Source: an optimization exercise on an open RTL-to-GDS flow (aim: small area, a short achievable clock period and few clock cycles). Production flows keep margins and buffers that such runs may drop. RTL that was checked went through simulation tests only; none was proved equivalent to the original. No activity file was given, so power comes from the tool's default toggle rates.

==> flow/design.v <==
module circle_draw(xc,yc,rad,x,y,color,color_disp,CLK50,clearn,plot,wr,ready);
	input [7:0] xc;
	input [6:0] yc;
	input [5:0] rad;
	input CLK50,clearn,plot;
	input [2:0] color;
	output [7:0] x;
	output [6:0] y;
	output [2:0] color_disp;
	output wr;
	output ready;
	function [8:0] add8;
		input [7:0] p, q;
		input ci;
		integer i;
		reg c;
		begin
			c = ci;
			for (i = 0; i < 8; i = i + 1) begin
				add8[i] = p[i] ^ q[i] ^ c;
				c = (p[i] & q[i]) | (c & (p[i] ^ q[i]));
			end
			add8[8] = c;
		end
	endfunction
	localparam IDLE = 2'b00, CLR = 2'b01, SET = 2'b10, DRW = 2'b11;
	reg [1:0] m;
	reg [7:0] xo;
	reg [6:0] yo;
	reg [2:0] col;
	reg [5:0] a, bm;
	reg [7:0] e;
	reg [2:0] ph;
	reg n1, n2, c3, c4;
	reg h, sd;
	reg qx1, qx2;
	wire big = (rad == 6'd0) | (&rad[5:2]);
	wire [5:0] r = big ? 6'd59 : rad;
	wire [8:0] radm = add8({2'b0, rad}, 8'hff, 1'b0);
	wire [5:0] rm = big ? 6'd58 : radm[5:0];      
	wire a0 = (a == 6'd0);
	wire dec = ~e[7] | (&e[6:1]);
	wire [8:0] dd = add8({2'b0, a}, {2'b11, ~bm}, 1'b0);
	wire done = (~dd[7] & (dd[1] | dd[0])) | (&bm);
	wire [5:0] xs = ph[2] ? bm : a;
	wire [5:0] ys = ph[2] ? a : bm;
	wire xneg = ph[1];
	wire yneg = ph[0];
	wire [8:0] gxs = {xc, 1'b1} + {{2{xneg}}, xs ^ {6{xneg}}, xneg ^ ph[2]};
	wire [7:0] gys = {yc, 1'b1} + {yneg, ys ^ {6{yneg}}, yneg ^ ~ph[2]};
	wire [7:0] gx = gxs[8:1];
	wire [6:0] gy = gys[7:1];
	wire [7:0] mask = {c4 & ~a0, c4, c3 & ~a0, c3, {2{~n2 & ~a0}}, {2{~n1}}};
	reg [2:0] nxt;
	reg more;
	integer k;
	always @(*) begin
		nxt = 3'd0;
		more = 1'b0;
		for (k = 7; k >= 0; k = k - 1)
			if (k > ph && mask[k]) begin
				nxt = k;
				more = 1'b1;
			end
	end
	wire set1 = qx1 & (xo == 8'd159);
	wire set2 = qx2 & (xo == 8'd0);
	wire xv = ~(xc[7] & (xc[6] | xc[5]));
	wire [7:0] q = {~xc[7:5] + 3'd5, ~xc[4:0]};    
	wire [8:0] qmb = add8(q, {2'b11, ~bm}, 1'b0);
	wire [8:0] xmb = add8(xc, {2'b11, ~bm}, 1'b0);
	wire v3 = ~xv | qmb[8];
	wire v4 = ~xv | xmb[8];
	wire [8:0] ai = add8({2'b0, a}, 8'd0, 1'b1);
	wire [8:0] bd = add8({2'b0, bm}, 8'hff, 1'b0);
	wire [7:0] eop = h ? (sd ? {1'b1, ~bm, 1'b1} : 8'd2) : {1'b0, a, 1'b1};
	wire [8:0] ens = {e, 1'b1} + {eop, h & sd};
	wire [7:0] en = ens[8:1];
	wire lfb = ~(yo[6] ^ yo[5]);
	wire clr_end = ({yo, xo} == 15'h4000);
	always @(posedge CLK50 or negedge clearn)
	begin
		if (!clearn) begin
			m <= CLR;
			xo <= 8'd0;
			yo <= 7'd0;
			col <= 3'd0;
		end else begin
			case (m)
			CLR: begin
				if (clr_end) m <= IDLE;
			end
			IDLE: begin
				if (plot) m <= SET;
			end
			SET: m <= DRW;
			default: if (done) m <= IDLE;
			endcase
			if (m == CLR) begin
				xo <= {xo[6:0], lfb};
				yo <= {yo[5:0], xo[7]};
				col <= 3'd0;
			end else begin
				xo <= gx;
				yo <= gy;
				col <= color;
			end
		end
	end
	always @(posedge CLK50)
	begin
		c3 <= v3;
		c4 <= v4;
		if (m == IDLE) begin
			a <= 6'd0;
			bm <= rm;
			e <= {2'b11, ~r};
			ph <= 3'd0;
			n1 <= 1'b0;
			n2 <= 1'b0;
			h <= 1'b0;
			qx1 <= 1'b0;
			qx2 <= 1'b0;
		end else begin
			h <= ~more;
			qx1 <= (ph[2:1] == 2'd0);
			qx2 <= (ph[2:1] == 2'd1) | ((ph[2:1] == 2'd0) & a0);
			sd <= dec;
			if (h | ~more) e <= en;
			if (set1) n1 <= 1'b1;
			if (set2) n2 <= 1'b1;
			if (more)
				ph <= nxt;
			else begin
				ph <= n1 ? 3'd2 : 3'd0;
				a <= ai[5:0];
				if (dec) bm <= bd[5:0];
			end
		end
	end
	assign x = xo;
	assign y = yo;
	assign color_disp = col;
	assign wr = m[0];
	assign ready = ~m[1] & ~m[0];
endmodule
Settings: LEC_CHECK=0, CAP_MARGIN=20, CORE_MARGIN=2, CORE_UTILIZATION=75, PLACE_DENSITY=0.9, SETUP_SLACK_MARGIN=4.3, SLEW_MARGIN=20; clock period 7.0 ns.
standard.sh (not shown) runs the stock make flow with config.mk's settings and CLKGATE_MAP_FILE= SYNTH_SCRIPT=/design/flow/synth_recipe.tcl, a recipe that flattens the netlist after the stock synthesis.
==> flow/flow/run.sh <==
#!/bin/bash
# Standard synthesis, then the standard layout with plain buf_1 cells as the
# port buffers (the default pick is a slow delay buffer). Tool output goes
# to the logs below; each ORFS step also keeps its own log in orfs/logs.
set -euo pipefail
bash standard.sh synth > flow_synth.log 2>&1
bash standard.sh BUFFER_PORTS_ARGS="-buffer_cell sky130_fd_sc_hd__buf_1" finish > flow_layout.log 2>&1
Testbench counts at the start, summed over its fixed seeds: cycles 78,871.
Edit:
Settings changed: CAP_MARGIN 20 to 5, CORE_UTILIZATION 75 to 40, PLACE_DENSITY 0.9 to 0.6, SLEW_MARGIN 20 to 5.
Outcome: The changed run completed without violations; design area rises by about 2%; non-clock buffer count is unchanged; hold slack improved by 5.5 ps; routed wire length went up by about 0.54%; final cell count rises by about 12%; first-iteration DRC count fell by 44%; die area went up by about 80%; total power came out lower by 0.85%.
Edit:
Settings changed: CAP_MARGIN 5 to 20, SETUP_SLACK_MARGIN 4.3 to 4.2, SLEW_MARGIN 5 to 20.
After rerunning: Design area fell by 0.59%. Wire length fell by about 1.7%. Power came out higher by 0.78%.
Edit:
Settings changed: CORE_UTILIZATION 40 to 60, PLACE_DENSITY 0.6 to 0.75, SETUP_SLACK_MARGIN 4.2 to 4.3.
=> The changed run produced a clean layout; sequential cell count is unchanged; via count is higher by 2.3%; global-route usage is higher by 7.7 points; die area is lower by 32%; setup slack loses 7.4 ps; wire length is lower by 5.4%; cell area is lower by 0.34%; fmax is about the same; combinational power stays flat; final cell count is lower by 8.8%.
Edit:
Settings changed: CORE_UTILIZATION 60 to 40, PLACE_DENSITY 0.75 to 0.6.
After rerunning: Clock skew is about the same; first-iteration DRC count falls by 32%; routed wire length rises by 8.0%; global-route usage falls by 7.4 points; total power falls by 0.58%; clock-buffer cell count is unchanged; critical path depth is unchanged.
Edit:
Settings changed: CTS_CLUSTER_DIAMETER set to 300, CTS_CLUSTER_SIZE set to 60.
Effect: The new run finished with timing, DRC and antenna clean; count of clock-buffer cells in the layout is unchanged; worst setup slack is unchanged; synthesized cell count does not change; fmax does not change; cell count is unchanged; sequential power barely changes; non-clock buffer count is unchanged; global-route usage is unchanged; total power does not change; die area does not change; combinational power stays flat.

---

Setup of build 83:
RTL: the design.v shown in full above, as it stands there.
clock: 7.0 ns
lec_check: 0
cap_margin: 20
core_margin: 2
core_utilization: 40
place_density: 0.6
setup_slack_margin: 4.4
slew_margin: 20
Scripts as last shown in full above: flow/flow/run.sh
Build 83 went all the way through synthesis, placement and routing and the layout is clean on timing, DRC and antenna.
Testbench counts of build 83, summed over its fixed seeds: cycles 78,871.
#### Input delta (build 96 over build 83)
Settings: SETUP_SLACK_MARGIN changed from 4.4 to 4.25.
==> flow/flow/run.sh <==
#!/bin/bash
# Standard synthesis, then the standard layout with plain buf_1 cells as the
# port buffers (the default pick is a slow delay buffer). Tool output goes
# to the logs below; CTS adds no dummy clock loads; each ORFS step also keeps its own log in orfs/logs.
set -euo pipefail
bash standard.sh synth > flow_synth.log 2>&1
bash standard.sh BUFFER_PORTS_ARGS="-buffer_cell sky130_fd_sc_hd__buf_1" CTS_ARGS="-sink_clustering_enable -repair_clock_nets -dont_use_dummy_load" finish > flow_layout.log 2>&1
### Flow results
Diff build 83 -> build 96: relative max-transition margin +4.6 points, fraction of the core area covered by cells at the end of the flow -2.3 points, internal power -7.1%.
Diff build 83 -> build 96 | cell area | decrease of 220 um2
Delta(share of the final layout cell area in sequential cells, build 96 - build 83) > 0
The endpoint of the most critical setup path comes out yo[6] in one run and ready in the other, namely in build 83 and build 96 respectively.
Relative to build 96, the following input files were edited for build 25:
Settings: an added ABC_AREA of 1; a change of SETUP_SLACK_MARGIN from 4.25 to 4.3.
==> comparison <==
Build 25 reached the end of the flow, and the finished layout is clean on the timing, design-rule and antenna checks.
Build 25 vs. build 96: total wirelength of the detailed-routed design higher, share of cells above drive strength 1 lower, vertical extent of the die higher.
From build 96 to build 25 the numbers moved as follows: sequential share of layout area now sits lower, area after synthesis saw an increase, clock network latency to the later pin of the worst-skew pair flat.
Build 96 vs build 25, dominant combinational cell family by area after synthesis: adder cells vs simple AND/OR/NAND/NOR gates
Against build 96 as the reference, build 25 delivers a higher count of vias placed by the detailed router.
Changes observed in build 25 relative to build 96: wire length of the first global-routing pass higher; number of synthesized flops with an enable pin ~0 delta; synthesized cell count shows an increase of 30%.
Modified inputs, build 71 compared to build 25
Settings: removing ABC_AREA (formerly 1).
==> flow/flow/run.sh <==
#!/bin/bash
# Standard synthesis, then the standard layout with plain buf_1 cells as the
# port buffers (the default pick is a slow delay buffer). Tool output goes
# to the logs below; each ORFS step also keeps its own log in orfs/logs.
set -euo pipefail
bash standard.sh synth > flow_synth.log 2>&1
bash standard.sh BUFFER_PORTS_ARGS="-buffer_cell sky130_fd_sc_hd__buf_1" REMOVE_ABC_BUFFERS=1 finish > flow_layout.log 2>&1
dfstp_2 as the cell with the biggest individual delay on the critical path was reported by build 25, and dfrtp_2 by build 71. Setup WNS build 25 -> build 71: worse. Delta (build 71 minus build 25): slew at the pin closest to its max-slew limit went up; fill cell total of the finished layout went down; xor/xnor share of the synthesized area went up; mean instance size in the synthesized netlist went up.
--- input diff build 71..build 37 ---
==> flow/flow/run.sh <==
#!/bin/bash
# Standard synthesis, then the standard layout with plain buf_1 cells as the
# port buffers (the default pick is a slow delay buffer). Tool output goes
# to the logs below; CTS adds no dummy clock loads; each ORFS step also keeps its own log in orfs/logs.
set -euo pipefail
bash standard.sh synth > flow_synth.log 2>&1
bash standard.sh BUFFER_PORTS_ARGS="-buffer_cell sky130_fd_sc_hd__buf_1" CTS_ARGS="-sink_clustering_enable -repair_clock_nets -dont_use_dummy_load" finish > flow_layout.log 2>&1
Findings:
Build 37: proportion of layout cells with a drive suffix above 1 lower than build 71
Compared to build 71, the routing of build 37 uses more wire.
Proportion of cell area occupied by multi-input gates ended up 0.55 points higher on build 37 than on build 71.
In the tables for build 71 and build 37, fmax reads lower with build 71.
When the final numbers for build 71 and build 37 were put side by side, the first-pass GRT wire length turned out to be greater in build 37.
STATUS total design power: build 37 wins against build 71
Against build 71, build 37 comes in 30 ps higher on worst reg-to-reg setup slack.
met3 usage in build 37 is 0.31 points lower than in build 71
Final-stage net count essentially unchanged between build 71 and build 37.

---

Starts from the design.v that is shown in full above.
==> flow/config.mk <==
export PLATFORM = sky130hd
export DESIGN_NAME = circle_draw
export DESIGN_NICKNAME = circle_draw
export VERILOG_FILES = /design/flow/design.v
export SDC_FILE = /design/flow/constraint.sdc
export NUM_CORES = 4
export LEC_CHECK = 0
export CAP_MARGIN = 20
export CORE_MARGIN = 2
export CORE_UTILIZATION = 40
export PLACE_DENSITY = 0.6
export SETUP_SLACK_MARGIN = 4.6
export SLEW_MARGIN = 20
==> flow/constraint.sdc <==
create_clock -name core_clock -period 7.0 [get_ports {CLK50}]
set_input_delay 1.4000 -clock core_clock [delete_from_list [all_inputs] [get_ports {CLK50}]]
set_output_delay 1.4000 -clock core_clock [all_outputs]
set_load 0.01 [all_outputs]
==> flow/flow/run.sh <==
#!/bin/bash
# Standard synthesis, then the standard layout with plain buf_1 cells as the
# port buffers (the default pick is a slow delay buffer). Tool output goes
# to the logs below; each ORFS step also keeps its own log in orfs/logs.
set -euo pipefail
bash standard.sh synth > flow_synth.log 2>&1
bash standard.sh BUFFER_PORTS_ARGS="-buffer_cell sky130_fd_sc_hd__buf_1" finish > flow_layout.log 2>&1
Testbench counts at the start, summed over its fixed seeds: cycles 78,871.
Rerun with:
==> flow/flow/run.sh (replaced) <==
#!/bin/bash
# Standard synthesis, then the standard layout with plain buf_1 cells as the
# port buffers (the default pick is a slow delay buffer). Tool output goes
# to the logs below; CTS adds no dummy clock loads; each ORFS step also keeps its own log in orfs/logs.
set -euo pipefail
bash standard.sh synth > flow_synth.log 2>&1
bash standard.sh BUFFER_PORTS_ARGS="-buffer_cell sky130_fd_sc_hd__buf_1" CTS_ARGS="-sink_clustering_enable -repair_clock_nets -dont_use_dummy_load" finish > flow_layout.log 2>&1
- SETUP_SLACK_MARGIN: 4.6 -> 4.35
The changed run finished with timing, DRC and antenna clean; critical path depth stays the same; total power came out lower by 8.8%; clock-buffer cell count came out lower by 1; clock power came out lower by 23%; routed wire length came out lower by 4.2%.

---

## before
// circle_draw: RTL as listed in full above, without the edits since
export LEC_CHECK = 0
export CAP_MARGIN = 20
export CORE_MARGIN = 2
export CORE_UTILIZATION = 40
export PLACE_DENSITY = 0.6
export SETUP_SLACK_MARGIN = 4.0
export SLEW_MARGIN = 20
create_clock -name core_clock -period 7.0 [get_ports {CLK50}]
==> flow/flow/run.sh <==
#!/bin/bash
# Standard synthesis, then the standard layout with plain buf_1 cells as the
# port buffers (the default pick is a slow delay buffer). Tool output goes
# to the logs below; each ORFS step also keeps its own log in orfs/logs.
set -euo pipefail
bash standard.sh synth > flow_synth.log 2>&1
bash standard.sh BUFFER_PORTS_ARGS="-buffer_cell sky130_fd_sc_hd__buf_1" finish > flow_layout.log 2>&1
Testbench counts of before, summed over its fixed seeds: cycles 78,871.
The inputs of after differ from those of before as listed below.
==> flow/flow/run.sh <==
#!/bin/bash
# Standard synthesis, then the standard layout with plain buf_1 cells as the
# port buffers (the default pick is a slow delay buffer). Tool output goes
# to the logs below; CTS adds no dummy clock loads; each ORFS step also keeps its own log in orfs/logs.
set -euo pipefail
bash standard.sh synth > flow_synth.log 2>&1
bash standard.sh BUFFER_PORTS_ARGS="-buffer_cell sky130_fd_sc_hd__buf_1" CTS_ARGS="-sink_clustering_enable -repair_clock_nets -dont_use_dummy_load -sink_clustering_size 30 -sink_clustering_max_diameter 150" finish > flow_layout.log 2>&1
-- flow/config.mk --
<<< before, line 10
export CORE_UTILIZATION = 40
export PLACE_DENSITY = 0.6
export SETUP_SLACK_MARGIN = 4.0
export SLEW_MARGIN = 20
>>> after, line 10
export CORE_UTILIZATION = 40
export PLACE_DENSITY = 0.6
export SETUP_SLACK_MARGIN = 4.3
export SLEW_MARGIN = 20
[summary]
after: done, clean on timing, DRC and antenna
There was hardly any difference in global-route usage between after and before.
The setup slack of after is larger than that of before.
Going from before to after, final cycle utilization of the critical path lower; width of the chip roughly the same.
Sort before and after by per-cell via count in the routed design, descending, and after comes first.
after vs before: average wire per cell in the routed design up in after

---

## job 8788
Another version of the RTL of circle_draw (not shown whole).
Size: about 360 cells after synthesis, ~43 flip-flops, roughly 47 I/O pins, roughly 3400 um2 of cells after synthesis.
clock: 7.0 ns
lec_check: 0
abc_clock_period_in_ps: 2500
cap_margin: 20
core_margin: 2
core_utilization: 40
place_density: 0.6
setup_slack_margin: 3.5
slew_margin: 20
run.sh (not shown) runs the stock make flow with config.mk's settings and CLKGATE_MAP_FILE= SYNTH_SCRIPT=/design/flow/synth_recipe.tcl, a recipe that flattens the netlist after the stock synthesis.
Stock flow here: none of the scripts above is used.
Job 8788: PASS, flow complete, no timing, DRC or antenna violations
Here is what was changed in the inputs of job 4936 compared with job 8788.
--- a/flow/config.mk
+++ b/flow/config.mk
@@ -8 +7,0 @@
-export ABC_CLOCK_PERIOD_IN_PS = 2500
@@ -13 +11,0 @@
-export SETUP_SLACK_MARGIN = 3.5
Notes after the runs:
Job 4936: full flow OK, the timing, design-rule and antenna checks passed
NOTE count of buffers not belonging to the clock network in the layout job 8788->job 4936 decreased by more than 10%
Diff job 8788 -> job 4936: clock period minus final worst setup slack now larger, layout overhead on the synthesized area now smaller, routed wire length now smaller.
Against job 8788 as the reference, job 4936 delivers a higher sequential share of layout area.
Job 4936: clock network fraction of total power is 1.3 points higher than what job 8788 reported.
Relative to job 8788, the number of global-route vias before repair measured on job 4936 has decreased slightly.
The following lists how job 697 was set up differently from job 4936:
--- a/flow/config.mk
+++ b/flow/config.mk
@@ -11,0 +12 @@
+export SETUP_SLACK_MARGIN = 4.0
==> comparison <==
Job 697 vs job 4936 — signal arrival time at the worst endpoint dropped 0.65 ns. ~same die area in job 697 and job 4936. For job 4936, the slowest cell on the critical path was clkdlybuf4s50_1, unlike job 697, where it was fa_2. Going from job 4936 to job 697, worst hold-check slack shrinks by 0.018 ns. Pre-CTS setup slack (higher): job 697. Job 4936 consumes less power than job 697.
The following lists how job 8200 was set up differently from job 697:
--- a/flow/config.mk
+++ b/flow/config.mk
@@ -12 +12 @@
-export SETUP_SLACK_MARGIN = 4.0
+export SETUP_SLACK_MARGIN = 3.5
Results
On clock input transition at the sequential cells of the worst setup and hold paths, job 8200 tracks job 697 almost exactly.
[job 8200] count of clock-buffer cells in the layout fell 1 relative to job 697
Higher total power goes to job 697 over job 8200.
| design area | job 8200 vs job 697 | better |
Cell row count: job 697 vs job 8200 identical
Sequential cell area essentially unchanged between job 697 and job 8200.
Comparing power share of the combinational group for job 8200 and job 697, the bigger number came from job 697.
Job 697 -> job 8200: global-route usage flat
Sort job 8200 and job 697 by portion of total power attributed to the clock network, descending, and job 8200 comes first.
Going from job 697 to job 8200, global-route met3 utilization now sits at about the same level, global-route met1 utilization now sits at about the same level.
No run of this note included a check of the RTL's function; only the layout flow was run.

## re-timing with driven ports
In the flow no input, the clock included, has a driving cell. The finished layouts below were timed again as built, in two steps. Step 1 sets driving cells, clkbuf_16 on the clock port and buf_2 on the other inputs (assumed; they add their load-dependent delay and slew). Step 2 also shifts input and output timing later by t, the mid clock arrival at the registers, as if the neighbouring blocks saw the same clock. a / b / c = ideal ports / drivers / drivers and shift; a / b = the first two.
run	t (ns)	setup WS [ns]	hold slack, ns	worst register clock-pin slew, ns	worst data-port slew with drivers (ns)
the first run of note 1	0.335	4.219 / 4.188 / 4.020	0.484 / 0.484 / 0.484	0.09 / 0.09	0.04
the second run of note 1	0.344	4.367 / 4.336 / 4.029	0.489 / 0.489 / 0.489	0.11 / 0.11	0.04
the third run of note 1	0.338	4.189 / 4.200 / 3.862	0.476 / 0.476 / 0.476	0.11 / 0.11	0.04
the fourth run of note 1	0.341	4.182 / 4.152 / 3.988	0.466 / 0.466 / 0.466	0.10 / 0.10	0.04
the fifth run of note 1	0.346	4.368 / 4.336 / 4.028	0.488 / 0.488 / 0.488	0.11 / 0.11	0.04
the sixth run of note 1	0.346	4.368 / 4.336 / 4.028	0.488 / 0.488 / 0.488	0.11 / 0.11	0.04
build 83	0.339	4.393 / 4.375 / 4.062	0.479 / 0.479 / 0.479	0.11 / 0.11	0.05
build 96	0.327	4.247 / 4.212 / 4.038	0.482 / 0.482 / 0.482	0.10 / 0.10	0.03
build 25	0.326	4.380 / 4.347 / 4.130	0.475 / 0.475 / 0.475	0.11 / 0.11	0.04
build 71	0.346	4.220 / 4.188 / 4.006	0.463 / 0.463 / 0.463	0.11 / 0.11	0.04
build 37	0.334	4.369 / 4.349 / 4.041	0.487 / 0.487 / 0.487	0.11 / 0.11	0.04
the first run of note 3	0.338	4.411 / 4.404 / 4.073	0.467 / 0.467 / 0.467	0.11 / 0.11	0.06
the second run of note 3	0.332	4.396 / 4.371 / 4.076	0.478 / 0.478 / 0.478	0.10 / 0.10	0.04
before	0.342	4.093 / 4.061 / 3.844	0.471 / 0.471 / 0.471	0.11 / 0.11	0.04
after	0.334	4.369 / 4.349 / 4.041	0.487 / 0.487 / 0.487	0.11 / 0.11	0.04
job 8788	0.329	3.222 / 3.200 / 2.871	0.516 / 0.516 / 0.516	0.09 / 0.09	0.05
job 4936	0.342	2.585 / 2.590 / 2.248	0.520 / 0.520 / 0.520	0.10 / 0.10	0.04
job 697	0.326	3.225 / 3.202 / 2.877	0.501 / 0.501 / 0.501	0.09 / 0.09	0.06
job 8200	0.329	3.222 / 3.200 / 2.871	0.516 / 0.516 / 0.516	0.09 / 0.09	0.05
After both steps every run listed still meets setup and hold.
